This design comes from an exercise in tuning for small area and a short achievable clock period on the open sky130 flow, not from production work.
RTL that was checked went through simulation tests only; none was proved equivalent to the original.
Function not checked in run 2: the RTL went through the layout flow alone.

==> flow/design.v, too long to show whole: its modules and the start of the top module <==
// module MultiTop: 20 lines
// module FA: 4 lines
// module HA: 4 lines
// module BENC: 8 lines
// module NAND2: 3 lines
// module XOR2: 3 lines
// module AND2: 3 lines
// module AO21: 3 lines
// module XNOR: 3 lines
// module PPSEL: 3 lines
// module Multi: 1153 lines
module MultiTop(
    input             clk,
    input      [31:0] a,
    input      [31:0] b,
    output reg [31:0] prod
);
  // ...
==> flow/flow/run.sh <==
#!/bin/bash
# The standard layout (the standard.sh, standard synthesis included), with two changes:
# - buffer_ports puts buf_1 cells on the ports rather than clkdlybuf4s50_1 delay cells;
# - before the placement-stage repair_design, flow/fanout.tcl sets a max fanout, so that
#   repair_design buffers the high-fanout select nets.
# The make output goes to standard.log; ORFS keeps each step's own log under orfs/logs/.
set -euo pipefail
bash standard.sh BUFFER_PORTS_ARGS="-buffer_cell sky130_fd_sc_hd__buf_1" PRE_RESIZE_TCL="$(pwd)/flow/fanout.tcl" finish > standard.log 2>&1
==> flow/flow/fanout.tcl <==
# Buffer high-fanout nets (the Booth select lines): repair_design splits any net above this fanout.
set_max_fanout 14 [current_design]
==> flow/standard.sh <==
#!/bin/bash
# synth_recipe.tcl (not shown) runs the flow's synth.tcl, then flattens the netlist and writes it again
# the make line also repeats each setting of config.mk as NAME=value (left out here)
make -C /OpenROAD-flow-scripts/flow DESIGN_CONFIG=/design/flow/config.mk WORK_HOME=/design/flow/orfs CLKGATE_MAP_FILE= SYNTH_SCRIPT=/design/flow/synth_recipe.tcl "${@:-finish}"
==> flow/config.mk <==
export PLATFORM = sky130hd
export DESIGN_NAME = MultiTop
export DESIGN_NICKNAME = MultiTop
export VERILOG_FILES = /design/flow/design.v
export SDC_FILE = /design/flow/constraint.sdc
export NUM_CORES = 4
export LEC_CHECK = 0
export CAP_MARGIN = 20
export CORE_MARGIN = 2
export CORE_UTILIZATION = 40
export SLEW_MARGIN = 20
export SYNTH_HIERARCHICAL = 1
export SYNTH_MINIMUM_KEEP_SIZE = 0
==> flow/constraint.sdc <==
create_clock -name core_clock -period 17.0 [get_ports {clk}]
set_input_delay 3.4000 -clock core_clock [delete_from_list [all_inputs] [get_ports {clk}]]
set_output_delay 3.4000 -clock core_clock [all_outputs]
set_load 0.01 [all_outputs]
==> impl_metrics.py, run 1 <==
metrics = {
    "die": {
        "die_y_um": 181,
        "dieArea_sq_um": 32600,
        "core-area_sq_um": 30700,
    },
    "setup_path": {
        "cpPeakStageDelay_ns": 1.15,
        "path_cells": "buf_4 > clkdlybuf4s50_1 > clkdlybuf4s50_1 > xor2_1 > nand2_1 > buf_4 > clkdlybuf4s50_1 > o22ai_1 > fa_1 > fa_1 > fa_1 > fa_1 > ha_1 > ha_1 > ha_1 > a21o_1 > a21o_1 > a21o_1 > a21o_1 > a21o_1 > xor2_1",
    },
    "layout": {
        "dominant_cells": "multi-input combinational cells",
        "final_layout_size_suffix_gt1_share_pct": 5.49,
        "multi_input_area_sq_um": 10500,
        "seq_cell_count": 96,
        "area_delta_synth_final_pct": 14.9,
        "mostFrequentLayoutCells": "xnor2_1 (298), o22ai_1 (272), fa_1 (201)",
    },
    "clocking": {
        "htreeDepth": 3,
        "clk_latency_ns": 0.38,
        "holdBufCountCts": 0,
        "cts_tree": "done",
        "post_cts_buffers": 0,
    },
    "sta": {
        "worst_pin_slew_ns": 1.16,
        "rsz0062_at_grt": "false",
    },
    "drt": {
        "dr_wl_met3_um": 3200,
        "top_layer_used": "met4",
    },
    "run_status": {
        "outcome": "complete, no violations",
    },
    "synthesis": {
        "synth_area_leader_cell": "fa_1",
        "synth_fp_nets": 1446,
        "synth_common_cells": "xnor2_1 (302), o22ai_1 (272), fa_1 (201)",
        "synth-adder-area-share_pct": 37.8,
        "ys_warn_count": 7,
        "synth_flop_cell": "dfxtp_1",
        "synth_xor_area_share_pct": 26.1,
    },
    "global_routing": {
        "grt_max_degree": 19,
    },
}
==> run 2: changes to the inputs <==
--- a/flow/design.v
+++ b/flow/design.v
@@ -996,164 +996,200 @@
     wire g27, p27;
     HA hgp27(.a(w350), .b(w375), .s(p27), .co(g27));
     wire g28, p28;
     HA hgp28(.a(w401), .b(w403), .s(p28), .co(g28));
     wire g29, p29;
     HA hgp29(.a(w404), .b(w431), .s(p29), .co(g29));
     wire g30, p30;
     HA hgp30(.a(w432), .b(w461), .s(p30), .co(g30));
+    wire G8_7;
+    AO21 gao8_7(.a1(p8), .a2(g7), .b1(g8), .x(G8_7));
+    wire P8_7;
+    AND2 pand8_7(.a(p8), .b(p7), .y(P8_7));
     wire G7_6;
     AO21 gao7_6(.a1(p7), .a2(g6), .b1(g7), .x(G7_6));
-    wire G9_8;
-    AO21 gao9_8(.a1(p9), .a2(g8), .b1(g9), .x(G9_8));
-    wire P9_8;
-    AND2 pand9_8(.a(p9), .b(p8), .y(P9_8));
-    wire G10_8;
-    AO21 gao10_8(.a1(p10), .a2(G9_8), .b1(g10), .x(G10_8));
-    wire P10_8;
-    AND2 pand10_8(.a(p10), .b(P9_8), .y(P10_8));
-    wire G12_11;
-    AO21 gao12_11(.a1(p12), .a2(g11), .b1(g12), .x(G12_11));
-    wire P12_11;
-    AND2 pand12_11(.a(p12), .b(p11), .y(P12_11));
-    wire G11_8;
-    AO21 gao11_8(.a1(p11), .a2(G10_8), .b1(g11), .x(G11_8));
-    wire P11_8;
-    AND2 pand11_8(.a(p11), .b(P10_8), .y(P11_8));
-    wire G12_8;
-    AO21 gao12_8(.a1(P12_11), .a2(G10_8), .b1(G12_11), .x(G12_8));
-    wire P12_8;
-    AND2 pand12_8(.a(P12_11), .b(P10_8), .y(P12_8));
     wire G8_6;
-    AO21 gao8_6(.a1(p8), .a2(G7_6), .b1(g8), .x(G8_6));
+    AO21 gao8_6(.a1(P8_7), .a2(g6), .b1(G8_7), .x(G8_6));
+    wire G10_9;
+    AO21 gao10_9(.a1(p10), .a2(g9), .b1(g10), .x(G10_9));
+    wire P10_9;
+    AND2 pand10_9(.a(p10), .b(p9), .y(P10_9));
+    wire G11_9;
+    AO21 gao11_9(.a1(p11), .a2(G10_9), .b1(g11), .x(G11_9));
+    wire P11_9;
+    AND2 pand11_9(.a(p11), .b(P10_9), .y(P11_9));
+    wire G13_12;
+    AO21 gao13_12(.a1(p13), .a2(g12), .b1(g13), .x(G13_12));
+    wire P13_12;
+    AND2 pand13_12(.a(p13), .b(p12), .y(P13_12));
+    wire G12_9;
+    AO21 gao12_9(.a1(p12), .a2(G11_9), .b1(g12), .x(G12_9));
+    wire P12_9;
+    AND2 pand12_9(.a(p12), .b(P11_9), .y(P12_9));
+    wire G13_9;
+    AO21 gao13_9(.a1(P13_12), .a2(G11_9), .b1(G13_12), .x(G13_9));
+    wire P13_9;
+    AND2 pand13_9(.a(P13_12), .b(P11_9), .y(P13_9));
+    wire G15_14;
+    AO21 gao15_14(.a1(p15), .a2(g14), .b1(g15), .x(G15_14));
+    wire P15_14;
+    AND2 pand15_14(.a(p15), .b(p14), .y(P15_14));
+    wire G16_14;
+    AO21 gao16_14(.a1(p16), .a2(G15_14), .b1(g16), .x(G16_14));
+    wire P16_14;
+    AND2 pand16_14(.a(p16), .b(P15_14), .y(P16_14));
+    wire G14_9;
+    AO21 gao14_9(.a1(p14), .a2(G13_9), .b1(g14), .x(G14_9));
+    wire P14_9;
+    AND2 pand14_9(.a(p14), .b(P13_9), .y(P14_9));
+    wire G15_9;
+    AO21 gao15_9(.a1(P15_14), .a2(G13_9), .b1(G15_14), .x(G15_9));
+    wire P15_9;
+    AND2 pand15_9(.a(P15_14), .b(P13_9), .y(P15_9));
+    wire G16_9;
+    AO21 gao16_9(.a1(P16_14), .a2(G13_9), .b1(G16_14), .x(G16_9));
+    wire P16_9;
+    AND2 pand16_9(.a(P16_14), .b(P13_9), .y(P16_9));
     wire G9_6;
-    AO21 gao9_6(.a1(P9_8), .a2(G7_6), .b1(G9_8), .x(G9_6));
+    AO21 gao9_6(.a1(p9), .a2(G8_6), .b1(g9), .x(G9_6));
     wire G10_6;
-    AO21 gao10_6(.a1(P10_8), .a2(G7_6), .b1(G10_8), .x(G10_6));
+    AO21 gao10_6(.a1(P10_9), .a2(G8_6), .b1(G10_9), .x(G10_6));
     wire G11_6;
-    AO21 gao11_6(.a1(P11_8), .a2(G7_6), .b1(G11_8), .x(G11_6));
+    AO21 gao11_6(.a1(P11_9), .a2(G8_6), .b1(G11_9), .x(G11_6));
     wire G12_6;
-    AO21 gao12_6(.a1(P12_8), .a2(G7_6), .b1(G12_8), .x(G12_6));
-    wire G14_13;
-    AO21 gao14_13(.a1(p14), .a2(g13), .b1(g14), .x(G14_13));
-    wire P14_13;
-    AND2 pand14_13(.a(p14), .b(p13), .y(P14_13));
-    wire G16_15;
-    AO21 gao16_15(.a1(p16), .a2(g15), .b1(g16), .x(G16_15));
-    wire P16_15;
-    AND2 pand16_15(.a(p16), .b(p15), .y(P16_15));
-    wire G15_13;
-    AO21 gao15_13(.a1(p15), .a2(G14_13), .b1(g15), .x(G15_13));
-    wire P15_13;
-    AND2 pand15_13(.a(p15), .b(P14_13), .y(P15_13));
-    wire G16_13;
-    AO21 gao16_13(.a1(P16_15), .a2(G14_13), .b1(G16_15), .x(G16_13));
-    wire P16_13;
-    AND2 pand16_13(.a(P16_15), .b(P14_13), .y(P16_13));
+    AO21 gao12_6(.a1(P12_9), .a2(G8_6), .b1(G12_9), .x(G12_6));
     wire G13_6;
-    AO21 gao13_6(.a1(p13), .a2(G12_6), .b1(g13), .x(G13_6));
+    AO21 gao13_6(.a1(P13_9), .a2(G8_6), .b1(G13_9), .x(G13_6));
     wire G14_6;
-    AO21 gao14_6(.a1(P14_13), .a2(G12_6), .b1(G14_13), .x(G14_6));
+    AO21 gao14_6(.a1(P14_9), .a2(G8_6), .b1(G14_9), .x(G14_6));
     wire G15_6;
-    AO21 gao15_6(.a1(P15_13), .a2(G12_6), .b1(G15_13), .x(G15_6));
+    AO21 gao15_6(.a1(P15_9), .a2(G8_6), .b1(G15_9), .x(G15_6));
     wire G16_6;
-    AO21 gao16_6(.a1(P16_13), .a2(G12_6), .b1(G16_13), .x(G16_6));
+    AO21 gao16_6(.a1(P16_9), .a2(G8_6), .b1(G16_9), .x(G16_6));
     wire G18_17;
     AO21 gao18_17(.a1(p18), .a2(g17), .b1(g18), .x(G18_17));
     wire P18_17;
     AND2 pand18_17(.a(p18), .b(p17), .y(P18_17));
     wire G19_17;
     AO21 gao19_17(.a1(p19), .a2(G18_17), .b1(g19), .x(G19_17));
     wire P19_17;
     AND2 pand19_17(.a(p19), .b(P18_17), .y(P19_17));
     wire G20_17;
     AO21 gao20_17(.a1(p20), .a2(G19_17), .b1(g20), .x(G20_17));
     wire P20_17;
     AND2 pand20_17(.a(p20), .b(P19_17), .y(P20_17));
     wire G22_21;
     AO21 gao22_21(.a1(p22), .a2(g21), .b1(g22), .x(G22_21));
     wire P22_21;
     AND2 pand22_21(.a(p22), .b(p21), .y(P22_21));
+    wire G24_23;
+    AO21 gao24_23(.a1(p24), .a2(g23), .b1(g24), .x(G24_23));
+    wire P24_23;
+    AND2 pand24_23(.a(p24), .b(p23), .y(P24_23));
+    wire G23_21;
+    AO21 gao23_21(.a1(p23), .a2(G22_21), .b1(g23), .x(G23_21));
+    wire P23_21;
+    AND2 pand23_21(.a(p23), .b(P22_21), .y(P23_21));
+    wire G24_21;
+    AO21 gao24_21(.a1(P24_23), .a2(G22_21), .b1(G24_23), .x(G24_21));
+    wire P24_21;
+    AND2 pand24_21(.a(P24_23), .b(P22_21), .y(P24_21));
     wire G21_17;
     AO21 gao21_17(.a1(p21), .a2(G20_17), .b1(g21), .x(G21_17));
     wire P21_17;
     AND2 pand21_17(.a(p21), .b(P20_17), .y(P21_17));
     wire G22_17;
     AO21 gao22_17(.a1(P22_21), .a2(G20_17), .b1(G22_21), .x(G22_17));
     wire P22_17;
     AND2 pand22_17(.a(P22_21), .b(P20_17), .y(P22_17));
+    wire G23_17;
+    AO21 gao23_17(.a1(P23_21), .a2(G20_17), .b1(G23_21), .x(G23_17));
+    wire P23_17;
+    AND2 pand23_17(.a(P23_21), .b(P20_17), .y(P23_17));
+    wire G24_17;
+    AO21 gao24_17(.a1(P24_21), .a2(G20_17), .b1(G24_21), .x(G24_17));
+    wire P24_17;
+    AND2 pand24_17(.a(P24_21), .b(P20_17), .y(P24_17));
+    wire G26_25;
+    AO21 gao26_25(.a1(p26), .a2(g25), .b1(g26), .x(G26_25));
+    wire P26_25;
+    AND2 pand26_25(.a(p26), .b(p25), .y(P26_25));
+    wire G27_25;
+    AO21 gao27_25(.a1(p27), .a2(G26_25), .b1(g27), .x(G27_25));
+    wire P27_25;
+    AND2 pand27_25(.a(p27), .b(P26_25), .y(P27_25));
+    wire G28_25;
+    AO21 gao28_25(.a1(p28), .a2(G27_25), .b1(g28), .x(G28_25));
+    wire P28_25;
+    AND2 pand28_25(.a(p28), .b(P27_25), .y(P28_25));
+    wire G30_29;
+    AO21 gao30_29(.a1(p30), .a2(g29), .b1(g30), .x(G30_29));
+    wire P30_29;
+    AND2 pand30_29(.a(p30), .b(p29), .y(P30_29));
+    wire G29_25;
+    AO21 gao29_25(.a1(p29), .a2(G28_25), .b1(g29), .x(G29_25));
+    wire P29_25;
+    AND2 pand29_25(.a(p29), .b(P28_25), .y(P29_25));
+    wire G30_25;
+    AO21 gao30_25(.a1(P30_29), .a2(G28_25), .b1(G30_29), .x(G30_25));
+    wire P30_25;
+    AND2 pand30_25(.a(P30_29), .b(P28_25), .y(P30_25));
+    wire G25_17;
+    AO21 gao25_17(.a1(p25), .a2(G24_17), .b1(g25), .x(G25_17));
+    wire P25_17;
+    AND2 pand25_17(.a(p25), .b(P24_17), .y(P25_17));
+    wire G26_17;
+    AO21 gao26_17(.a1(P26_25), .a2(G24_17), .b1(G26_25), .x(G26_17));
+    wire P26_17;
+    AND2 pand26_17(.a(P26_25), .b(P24_17), .y(P26_17));
+    wire G27_17;
+    AO21 gao27_17(.a1(P27_25), .a2(G24_17), .b1(G27_25), .x(G27_17));
+    wire P27_17;
+    AND2 pand27_17(.a(P27_25), .b(P24_17), .y(P27_17));
+    wire G28_17;
+    AO21 gao28_17(.a1(P28_25), .a2(G24_17), .b1(G28_25), .x(G28_17));
+    wire P28_17;
+    AND2 pand28_17(.a(P28_25), .b(P24_17), .y(P28_17));
+    wire G29_17;
+    AO21 gao29_17(.a1(P29_25), .a2(G24_17), .b1(G29_25), .x(G29_17));
+    wire P29_17;
+    AND2 pand29_17(.a(P29_25), .b(P24_17), .y(P29_17));
+    wire G30_17;
+    AO21 gao30_17(.a1(P30_25), .a2(G24_17), .b1(G30_25), .x(G30_17));
+    wire P30_17;
+    AND2 pand30_17(.a(P30_25), .b(P24_17), .y(P30_17));
     wire G17_6;
     AO21 gao17_6(.a1(p17), .a2(G16_6), .b1(g17), .x(G17_6));
     wire G18_6;
     AO21 gao18_6(.a1(P18_17), .a2(G16_6), .b1(G18_17), .x(G18_6));
     wire G19_6;
     AO21 gao19_6(.a1(P19_17), .a2(G16_6), .b1(G19_17), .x(G19_6));
     wire G20_6;
     AO21 gao20_6(.a1(P20_17), .a2(G16_6), .b1(G20_17), .x(G20_6));
     wire G21_6;
     AO21 gao21_6(.a1(P21_17), .a2(G16_6), .b1(G21_17), .x(G21_6));
     wire G22_6;
     AO21 gao22_6(.a1(P22_17), .a2(G16_6), .b1(G22_17), .x(G22_6));
-    wire G24_23;
-    AO21 gao24_23(.a1(p24), .a2(g23), .b1(g24), .x(G24_23));
-    wire P24_23;
-    AND2 pand24_23(.a(p24), .b(p23), .y(P24_23));
-    wire G25_23;
-    AO21 gao25_23(.a1(p25), .a2(G24_23), .b1(g25), .x(G25_23));
-    wire P25_23;
-    AND2 pand25_23(.a(p25), .b(P24_23), .y(P25_23));
-    wire G27_26;
-    AO21 gao27_26(.a1(p27), .a2(g26), .b1(g27), .x(G27_26));
-    wire P27_26;
-    AND2 pand27_26(.a(p27), .b(p26), .y(P27_26));
-    wire G26_23;
-    AO21 gao26_23(.a1(p26), .a2(G25_23), .b1(g26), .x(G26_23));
-    wire P26_23;
-    AND2 pand26_23(.a(p26), .b(P25_23), .y(P26_23));
-    wire G27_23;
-    AO21 gao27_23(.a1(P27_26), .a2(G25_23), .b1(G27_26), .x(G27_23));
-    wire P27_23;
-    AND2 pand27_23(.a(P27_26), .b(P25_23), .y(P27_23));
-    wire G29_28;
-    AO21 gao29_28(.a1(p29), .a2(g28), .b1(g29), .x(G29_28));
-    wire P29_28;
-    AND2 pand29_28(.a(p29), .b(p28), .y(P29_28));
-    wire G30_28;
-    AO21 gao30_28(.a1(p30), .a2(G29_28), .b1(g30), .x(G30_28));
-    wire P30_28;
-    AND2 pand30_28(.a(p30), .b(P29_28), .y(P30_28));
-    wire G28_23;
-    AO21 gao28_23(.a1(p28), .a2(G27_23), .b1(g28), .x(G28_23));
-    wire P28_23;
-    AND2 pand28_23(.a(p28), .b(P27_23), .y(P28_23));
-    wire G29_23;
-    AO21 gao29_23(.a1(P29_28), .a2(G27_23), .b1(G29_28), .x(G29_23));
-    wire P29_23;
-    AND2 pand29_23(.a(P29_28), .b(P27_23), .y(P29_23));
-    wire G30_23;
-    AO21 gao30_23(.a1(P30_28), .a2(G27_23), .b1(G30_28), .x(G30_23));
-    wire P30_23;
-    AND2 pand30_23(.a(P30_28), .b(P27_23), .y(P30_23));
     wire G23_6;
-    AO21 gao23_6(.a1(p23), .a2(G22_6), .b1(g23), .x(G23_6));
+    AO21 gao23_6(.a1(P23_17), .a2(G16_6), .b1(G23_17), .x(G23_6));
     wire G24_6;
-    AO21 gao24_6(.a1(P24_23), .a2(G22_6), .b1(G24_23), .x(G24_6));
+    AO21 gao24_6(.a1(P24_17), .a2(G16_6), .b1(G24_17), .x(G24_6));
     wire G25_6;
-    AO21 gao25_6(.a1(P25_23), .a2(G22_6), .b1(G25_23), .x(G25_6));
+    AO21 gao25_6(.a1(P25_17), .a2(G16_6), .b1(G25_17), .x(G25_6));
     wire G26_6;
-    AO21 gao26_6(.a1(P26_23), .a2(G22_6), .b1(G26_23), .x(G26_6));
+    AO21 gao26_6(.a1(P26_17), .a2(G16_6), .b1(G26_17), .x(G26_6));
     wire G27_6;
-    AO21 gao27_6(.a1(P27_23), .a2(G22_6), .b1(G27_23), .x(G27_6));
+    AO21 gao27_6(.a1(P27_17), .a2(G16_6), .b1(G27_17), .x(G27_6));
     wire G28_6;
-    AO21 gao28_6(.a1(P28_23), .a2(G22_6), .b1(G28_23), .x(G28_6));
+    AO21 gao28_6(.a1(P28_17), .a2(G16_6), .b1(G28_17), .x(G28_6));
     wire G29_6;
-    AO21 gao29_6(.a1(P29_23), .a2(G22_6), .b1(G29_23), .x(G29_6));
+    AO21 gao29_6(.a1(P29_17), .a2(G16_6), .b1(G29_17), .x(G29_6));
     wire G30_6;
-    AO21 gao30_6(.a1(P30_23), .a2(G22_6), .b1(G30_23), .x(G30_6));
+    AO21 gao30_6(.a1(P30_17), .a2(G16_6), .b1(G30_17), .x(G30_6));
     assign prod[6] = p6;
     XOR2 sx7(.a(p7), .b(g6), .y(prod[7]));
     XOR2 sx8(.a(p8), .b(G7_6), .y(prod[8]));
     XOR2 sx9(.a(p9), .b(G8_6), .y(prod[9]));
     XOR2 sx10(.a(p10), .b(G9_6), .y(prod[10]));
     XOR2 sx11(.a(p11), .b(G10_6), .y(prod[11]));
     XOR2 sx12(.a(p12), .b(G11_6), .y(prod[12]));
     XOR2 sx13(.a(p13), .b(G12_6), .y(prod[13]));
==> flow/flow/run.sh (replaced) <==
#!/bin/bash
# The standard layout (the standard.sh, standard synthesis included), except that the
# buffers buffer_ports puts on every input and output port are buf_1 cells rather than the
# clkdlybuf4s50_1 delay cells it picks by default. The make output goes to standard.log;
# ORFS keeps each step's own log under orfs/logs/.
set -euo pipefail
bash standard.sh BUFFER_PORTS_ARGS="-buffer_cell sky130_fd_sc_hd__buf_1" finish > standard.log 2>&1
==> flow/config.mk (replaced) <==
export PLATFORM = sky130hd
export DESIGN_NAME = MultiTop
export DESIGN_NICKNAME = MultiTop
export VERILOG_FILES = /design/flow/design.v
export SDC_FILE = /design/flow/constraint.sdc
export NUM_CORES = 4
export LEC_CHECK = 0
export CAP_MARGIN = 20
export CORE_MARGIN = 2
export CORE_UTILIZATION = 40
export SLEW_MARGIN = 75
export SYNTH_HIERARCHICAL = 1
export SYNTH_MINIMUM_KEEP_SIZE = 0
removed: flow/flow/fanout.tcl
==> run 2 against run 1 <==
  * First-iteration DRC count fell by 13%
  * Worst hold slack got worse by 0.27 ns
  * Synthesized cell count rose by 1.6%
  * Via count fell by 2.6%
  * Cell count fell by 1.0%
  * Synthesized area rose by 0.99%
  * Die area rose by 0.97%
  * Worst setup slack improved by 2.8 ns
  * Flip-flop and latch count did not move
  * Critical path type unchanged
  * Critical endpoint is now prod[31]$_DFF_P_
  * Highest routed layer unchanged
==> impl_metrics.py, run 2 <==
metrics = {
    "run_status": {
        "outcome": "complete, no violations",
    },
    "synthesis": {
        "synth_edf_count": 0,
        "synth_fp_nets": 1464,
        "synth_flop_cell": "dfxtp_1",
        "ys_top_cells_by_area": "fa_1 (32%), xnor2_1 (21%), dfxtp_1 (15%)",
        "synth.distinct_cells": 13,
        "ys_warn_count": 7,
        "syn_inst": 1143,
        "ys_seq_elements": 96,
        "synthArstFlopShare_pct": 0,
        "yosys.area.top_type_share_pct": 32.0,
        "syn_area_sq_um": 12600,
        "synth.most_common_cell": "xnor2_1",
        "seq_area_frac_synth_pct": 15.3,
        "synth_area_per_cell_sq_um": 11.0,
        "synth_area_leader_cell": "fa_1",
        "synth_common_cells": "xnor2_1 (302), o22ai_1 (272), fa_1 (201)",
    },
    "worst_hold_path": {
        "hold_path_depth": 2,
        "worstHoldEndpoint": "prod[0]$_DFF_P_",
        "hp-class": "flop to flop",
        "min_from": "b_q[1]$_DFF_P_",
    },
    "drt": {
        "drt_wl_total_um": 34800,
        "final_antenna_net_count": 0,
        "wl_per_cell_um": 20.6,
        "drc_errors": 0,
        "routed_via_density": 5.72,
        "drt_iter0_drc": 744,
        "firstDrtPassIters": 7,
        "vias": 9675,
    },
    "setup_path": {
        "path_cells": "buf_6 > xnor2_2 > clkdlybuf4s15_2 > buf_2 > o22ai_1 > fa_1 > fa_1 > fa_1 > fa_1 > fa_1 > fa_1 > ha_1 > ha_1 > and2_1 > and2_1 > and2_1 > a21o_1 > xor2_1",
        "crit_top_cell": "fa_1",
        "crit_slowest_cell": "fa_1",
        "r2r-start": "b_q[17]$_DFF_P_",
        "r2r_cells": 18,
        "criticalPathCategory": "flop to flop",
        "cpPeakStageDelay_ns": 0.52,
        "worstPathArrival_ns": 6.00,
        "critPathMaxFanout": 22,
        "start_kind": "flop",
        "startpoint": "b_q[17]$_DFF_P_",
        "r2r_end": "prod[31]$_DFF_P_",
        "endpoint_kind": "flop",
        "reg2reg_slack_ns": 11.25,
        "cp.required_ns": 17.26,
    },
    "layout": {
        "final_nets": 1611,
        "final_common_cell": "xnor2_1",
        "final_layout_size_suffix_gt1_share_pct": 9.42,
        "antennaDiodeCount": 0,
        "fill_cells": 2876,
        "largestRegisters": "a_q x32, b_q x32, prod x32",
        "area_delta_synth_final_pct": 14.4,
        "mostFrequentLayoutCells": "xnor2_1 (292), o22ai_1 (270), fa_1 (201)",
    },
    "die": {
        "dieArea_sq_um": 32900,
        "rows": 64,
        "io_pins": 97,
        "die_y_um": 181,
        "core-area_sq_um": 30800,
        "start_util_pct": 40.8,
        "die-width_um": 181,
    },
    "global_routing": {
        "antenna_found_initial": 0,
        "grt_max_degree": 39,
        "grt_overflow": 0,
        "grt_pass1_wl_um": 55800,
        "grt_use_total_pct": 21.8,
        "grt_pass1_vias": 9888,
    },
    "sta": {
        "period_minus_slack_ns": 5.75,
        "fin_skew_ns": 0.0119,
        "rsz0062_at_grt": "false",
        "setup_viol": 0,
        "worst_pin_slew_ns": 0.389,
        "maxSlewViolCount": 0,
        "hold_ws_ns": 0.674,
        "layout_worst_path_cycle_share_pct": 33.8,
        "hold_viol_final": 0,
        "fmaxAchievable_mhz": 174,
        "fin_setup_tns_ns": 0,
        "relSlewSlack_pct": 74.1,
    },
    "job": {
        "drv_cap": 0,
    },
    "clocking": {
        "cts.sinks": 96,
        "post_cts_buffers": 0,
        "clk_latency_ns": 0.38,
        "clk_pin_slew_ns": 0.07,
        "holdBufCountCts": 0,
        "cts_buffer_depth": 2,
        "cts_tree": "done",
        "htreeDepth": 3,
        "cts-resized-gates": 0,
        "cts_buffers": 9,
        "clockRootBuffer": "clkbuf_16",
    },
    "place": {
        "port_buffers": 96,
        "hpwl_um": 27100,
        "gp_congestion": 0.884,
    },
}
run 2: cell types whose count changed in the layout (fill, tap and decap cells not counted), sizes merged, moves of 2 or more:
| cell | previous run | this run |
|---|---|---|
| buf | 129 | 138 |
| clkdlybuf4s50 | 49 | 0 |
| a21o | 49 | 58 |
| and2 | 25 | 34 |
| clkdlybuf4s15 | 0 | 2 |
| bufinv | 0 | 2 |
run 2: critical path, delay by kind of cell, from the launching register on:
kind	cells	cell delay [ns]
fa+ha+maj	8	3.35
xor+xnor	2	0.36
compound gates	2	0.31
flops	1	0.34
buf+inv	3	0.78
simple gates	3	0.49
run 2: per-stage QoR:
stage,util [%],instance area [sq um],instances,worst slack (ns)
5_1_grt,46.7,14400,1691,11.01
2_1_floorplan,-,12600,1143,10.26
6_report,46.7,14400,1691,11.25
3_5_place_dp,45.4,14000,1672,11.27
3_3_place_gp,44.3,13700,1659,10.49
4_1_cts,46.5,14300,1688,11.26
run 2: worst max-delay path by stage:
stage / to / slack (ns)
after floorplan: prod[31]$_DFF_P_ / 10.26
after global placement: prod[31]$_DFF_P_ / 10.49
after detailed placement: prod[31]$_DFF_P_ / 11.27
after CTS: prod[31]$_DFF_P_ / 11.26
after global routing: prod[31]$_DFF_P_ / 11.01
final: prod[31]$_DFF_P_ / 11.25
run 2: metal layers:
metal  up-vias  track usage (%)  part of all wire, %  wire (um)
met5         -                0                    0          0
li1       4446                -                    -          -
met2       404             34.9                   46      15900
met3        46             3.75                  7.6       2630
met4         0             7.28                  2.4        838
met1      4779             30.2                   44      15400
run 2: cell families (layout without fill, tap and decap cells):
kind of cell	count (synthesis)	count (layout)	share of synthesized area, %
xor gates and xnor gates	372	372	25.9
AOI/OAI and AO/OA	345	345	18.3
adders and majority gates	256	256	37.4
DFF	96	96	15.3
and+or+nand+nor	50	50	2.19
buffers and inverters	24	176	0.924
run 2: area by class of cell:
cell class / count / area (sq um) / area share [%]
Timing Repair Buffer: 143 / 838 / 5.82
Sequential cell: 96 / 1980 / 13.7
Clock inverter: 7 / 100 / 0.695
Tap cell: 396 / 495 / 3.44
Clock buffer: 9 / 225 / 1.56
Inverter: 17 / 63.8 / 0.443
Multi-Input combinational cell: 1023 / 10700 / 74.3
run 2: Yosys stat by module (local to each module, per instance):
| module | cells | times used | flip-flops and latches |
|---|---|---|---|
| HA | 1 | 55 | 0 |
| AND2 | 1 | 34 | 0 |
| Multi | 25 | 1 | 0 |
| NAND2 | 1 | 15 | 0 |
| MultiTop | 96 | 1 | 96 |
| FA | 1 | 201 | 0 |
| XNOR | 1 | 302 | 0 |
| BENC | 1 | 15 | 0 |
| AO21 | 1 | 58 | 0 |
| PPSEL | 1 | 272 | 0 |
| XOR2 | 1 | 70 | 0 |

separate check: timing with driven ports:
Ports are ideal in the flow. The routed layouts listed here were re-timed in OpenROAD. Step 1 (the two cells are an assumption about what drives the block):
set clk [get_ports {clk}]
set_driving_cell -lib_cell sky130_fd_sc_hd__clkbuf_16 $clk
set_driving_cell -lib_cell sky130_fd_sc_hd__buf_2 [delete_from_list [all_inputs] $clk]
Step 2 also shifts input and output timing later by t, the mid clock arrival at the registers, as if the neighbouring blocks saw the same clock. Three values: ideal ports, drivers, drivers and shift; two values: the first two.
| run | shift t [ns] | setup slack, ns | worst setup path at the end | worst register clock-pin slew, ns |
|---|---|---|---|---|
| run 1 | 0.428 | 8.473 / 8.473 / 8.473 | register to register | 0.07 / 0.07 |
| run 2 | 0.426 | 11.253 / 11.253 / 11.253 | register to register | 0.08 / 0.08 |
After both steps every run listed still meets setup and hold.
